This is an optimization exercise on Yosys and OpenROAD, whose aim is small area, not a production implementation. In this exercise RTL edits were held to simulation tests only and were not proved equivalent to the original.

`flow/design.v`:
```
module fir(
    input clk,
    input rst,
    input signed [15:0] x_in,
    output reg signed [31:0] y_out
);
    parameter N = 17;
    reg signed [15:0] coeffs [0:N-1];
    reg signed [15:0] shift_reg [0:N-1];
    integer i;
    reg signed [31:0] acc;
    initial begin
        $readmemh("fir_coeffs.hex", coeffs);
    end
    always @(posedge clk or posedge rst) begin
        if (rst) begin
            for (i = 0; i < N; i = i + 1)
                shift_reg[i] <= 16'd0;
            y_out <= 32'd0;
        end else begin
            for (i = N-1; i > 0; i = i - 1)
                shift_reg[i] <= shift_reg[i-1];
            shift_reg[0] <= x_in;
            acc = 0;
            for (i = 0; i < N; i = i + 1)
                acc = acc + $signed(shift_reg[i]) * $signed(coeffs[i]);
            y_out <= acc;
        end
    end
endmodule
```
`flow/fir_coeffs.hex`:
```
0000
053D
FB52
FCF6
09ED
FAF0
F1F7
24AD
4DF3
24AD
F1F7
FAF0
09ED
FCF6
FB52
053D
0000
```
`flow/run.sh`:
```
#!/bin/bash
# synth_recipe.tcl (not shown) runs the flow's synth.tcl, then flattens the netlist and writes it again
# the make line also repeats each setting of config.mk as NAME=value (left out here)
make -C /OpenROAD-flow-scripts/flow DESIGN_CONFIG=/design/flow/config.mk WORK_HOME=/design/flow/orfs CLKGATE_MAP_FILE= SYNTH_SCRIPT=/design/flow/synth_recipe.tcl finish
```
`flow/config.mk`:
```
export PLATFORM = sky130hd
export DESIGN_NAME = fir
export DESIGN_NICKNAME = fir
export VERILOG_FILES = /design/flow/design.v
export SDC_FILE = /design/flow/constraint.sdc
export NUM_CORES = 4
export LEC_CHECK = 0
export CAP_MARGIN = 20
export CORE_MARGIN = 2
export CORE_UTILIZATION = 40
export PLACE_DENSITY = 0.6
export SLEW_MARGIN = 20
```
`flow/constraint.sdc`:
```
create_clock -name core_clock -period 12.0 [get_ports {clk}]
set_input_delay 2.4000 -clock core_clock [delete_from_list [all_inputs] [get_ports {clk}]]
set_output_delay 2.4000 -clock core_clock [all_outputs]
set_load 0.01 [all_outputs]
```
==> metrics.md <==
| Metric | Value |
|---|---|
| Hold Crit Class | flip-flop to flip-flop |
| Worst-Skew Late Latency | 0.69 ns |
| Area delta synth->final | 6.88% |
| Post-Syn Area | about 90000 um^2 |
| Flop2flop setup slack | between 1 and 1.5 ns |
| Crit. Startpoint | shift_reg[10][10]$_DFF_PP0_ |
| EDFF count, synth | 0 |
| CP endpoint kind | flip-flop |
| ANT nets after route | 0 |
| Fin nets | approximately 12k |
| CP Launch Type | flip-flop |
| Post-synthesis register bit count | around 290 |
| Kind of critical path | flip-flop to flip-flop |
| Die Footprint | 225000 um^2 |
| Root buffer cell | clkbuf_16 |
| Reg clk slew, reported paths | about 0.060 ns |
| DR vias/cell | about 4.6 |
| Hold Buf Count CTS | 0 |
| Worst path max stage delay | ~0.7 ns |
| Syn. warnings | 2 |
| Post-synth top flop | dfrtp_1 |
| Crit Path Max Fanout | 10 |
| H-tree level count | 2 |
| Final Max Slew Viols | 0 |
| Layout cells sized above 1 | 2.01% |
| Sink Count | 288 |
| Post-CTS Setup Repair Bufs | 0 |
| Max FFs per register | between 200 and 300 |
| DRT Pass-1 Iters | 7 |
| Placement row count | 172 |
| Max Cap Viol | 0 |
| Final setup viols | 0 |
| Synthesized area per cell | 11.4 um^2 |
| Synth area leaders | fa_1, ha_1, inv_1 |
| Tcrit/Tclk final | about 91% |
| Global route overflow | 0 |
| Area after DPL | roughly 93000 um^2 |
| Worst-Margin Slew | about 1.0 ns |
| F_max | between 0.09 and 0.1 GHz |
| Cell variety after synth | 46 |
| Syn Inst Count | 7800 |
| RSZ-0062 raised after global routing | false |
| Clk_skew | 0.0435 ns |
| CTS tree | yes |
| Inst Count DP | between 10k and 15k |
| Die width | between 400 and 500 um |
| Initial antenna violation count | 4 |
| Port Buffers | 49 |
| Total GRT Usage | 23.4% |
| WL final | 250000 um |
| Leading area contributor after synthesis | fa_1 |
| Gpl congestion | around 0.93 |
| Origin of the critical flop-to-flop path | shift_reg[10][10]$_DFF_PP0_ |
| Vias in the first global route | about 60k |
| Initial drt markers | 2524 |
| Fin util | a little over two fifths |
| Synth async-reset ratio | 100% |
| Via count | 50.3k |
| Area of the core | 220000 um^2 |
| Num CTS Buffers | 46 |
| PostCTS Resize Cnt | 0 |
| Starting Density | roughly two fifths |
| Max clock buf depth | 3 |
| CP most frequent cell | fa_1 |
| I/O Pins | 50 |
| Final Hold Vio Count | 0 |
| Rel. slew slack | between 30% and 40% |
| Non-Filler Cell Area, Final | between 90000 and 100000 um^2 |
| Die Y | around 470 um |
| DRC | 0 |
| Area share of the largest cell type after synthesis | a little over half |
| Seq/Total Area, Yosys | under 10% |
| Syn Nets | approximately 12k |
| WL/cell | roughly 23 um |
| CP max-delay cell | dfrtp_1 |
| Status | finished clean |
| Post-route insts no fill | 10.9k |
| Final setup TNS | 0 ns |
| DP HPWL | approximately 230000 um |
| Min Tclk post-route | 10.97 ns |
| Largest net degree at the start of global routing | between 100 and 150 |
| Global-route wire length before repair | between 300000 and 400000 um |
| Crit path DAT | roughly 12 ns |
| WP data required | between 10 and 15 ns |
| HP Start | shift_reg[0][7]$_DFF_PP0_ |
==> cell families (layout without fill, tap and decap cells) <==
kind of cell,after synthesis,count (layout),share of synthesized area [%]
compound gates,98,98,0.796
xor+xnor,201,201,1.99
fa+ha+maj,3851,3851,74.6
buf+inv,3265,3431,13.8
flops,288,288,8.13
mux,16,16,0.182
other cells,0,2,0
simple gates,81,81,0.443
==> cell usage after synthesis (3+ instances only) <==
master / n
nand3_1: 5
a31o_2: 3
mux2i_1: 15
or2_2: 14
xor2_1: 49
nor2_1: 24
o21bai_1: 3
xnor2_1: 152
and2_1: 3
nor3_1: 4
nand2_1: 20
a21oi_1: 18
clkbuf_1: 11
a221o_1: 3
inv_1: 3250
o21ai_0: 20
a211oi_1: 6
ha_1: 1453
a211o_1: 3
fa_1: 2398
dfrtp_1: 288
a21o_1: 24
==> path summary, 6_finish.rpt <==
kind / to / cells after the start
max in group asynchronous: shift_reg[10][15]$_DFF_PP0_ / 3
worst min-delay path: shift_reg[1][7]$_DFF_PP0_ / 0
worst max register to register: y_out[31]$_DFF_PP0_ / 32
worst min register to register: shift_reg[1][7]$_DFF_PP0_ / 0
worst max-delay path: y_out[31]$_DFF_PP0_ / 32
min in group asynchronous: shift_reg[3][0]$_DFF_PP0_ / 2
==> final cells by class <==
cell class	instances	area [um^2]
diodes	2	5.00
clock buffers	64	1340
clock inverters	22	256
fillers	20800	125000
inverters	3252	12200
multi-input cells	4247	69200
flip-flops and latches	288	7210
well taps	2958	3700
repair buffers	93	833
==> layer usage <==
layer | track usage (%) | share of wire (%) | vias to the layer above
li1 | - | - | 21900
met1 | 30.5 | 42 | 27200
met2 | 40.9 | 51 | 906
met3 | 2.43 | 3.7 | 350
met4 | 7.23 | 3.6 | 0
met5 | 0 | 0 | -
==> critical path: cells and delay by family, from the launching register on <==
kind / cells / cell delay, ns
compound gates: 6 / 1.36
xor+xnor: 1 / 0.13
fa+ha+maj: 14 / 7.24
buf+inv: 9 / 0.98
flops: 1 / 0.71
simple gates: 2 / 0.45
==> through the flow <==
stage          hold slack, ns  worst slack [ns]
6_report                0.352              1.03
5_1_grt                 0.361             0.749
4_1_cts                 0.355              1.06
3_5_place_dp            0.336              1.14
3_3_place_gp            0.344              1.09
2_1_floorplan           0.331             0.701
==> cell usage in the layout (no fill, tap or decap), types with 3 or more instances in the layout <==
master,Yosys,final
a211o_1,3,3
a211oi_1,6,6
a21o_1,24,24
a21oi_1,18,18
a221o_1,3,3
a31o_2,3,3
and2_1,3,3
buf_4,0,43
bufinv_16,0,3
clkbuf_1,11,6
clkbuf_16,0,46
clkbuf_8,0,12
clkdlybuf4s50_1,0,49
clkinv_2,0,8
clkinvlp_4,0,5
dfrtp_1,288,283
dfrtp_2,0,5
fa_1,2398,2398
ha_1,1453,1453
inv_1,3250,3249
mux2i_1,15,15
nand2_1,20,20
nand3_1,5,5
nor2_1,24,24
nor3_1,4,4
o21ai_0,20,20
o21bai_1,3,3
or2_2,14,14
xnor2_1,152,152
xor2_1,49,49

==> separate check: timing with driven ports <==
No port has a modelled driver above. Below, the same layout with a new extraction and two added sets of constraints. Step 1 sets driving cells, clkbuf_16 on the clock port and buf_2 on the other inputs (assumed; they add their load-dependent delay and slew). Step 2, shift: input delay + t, output delay - t, t = (earliest + latest rising clock arrival at the registers) / 2. This alone moves slack from input paths to output paths. Three values: ideal, step 1, step 2; two values: the first two.
t, ns: 0.746
slack for setup (ns): 1.032 / 1.032 / 1.032
hold slack, ns: 0.352 / 0.352 / 0.352
worst setup path at the end: register to register
slew at the worst register clock pin (ns): 0.07 / 0.07
After both steps setup and hold are still met in this run. The setup slack of this run moves by 0.000 ns with the drivers and by 0.000 ns with both steps.
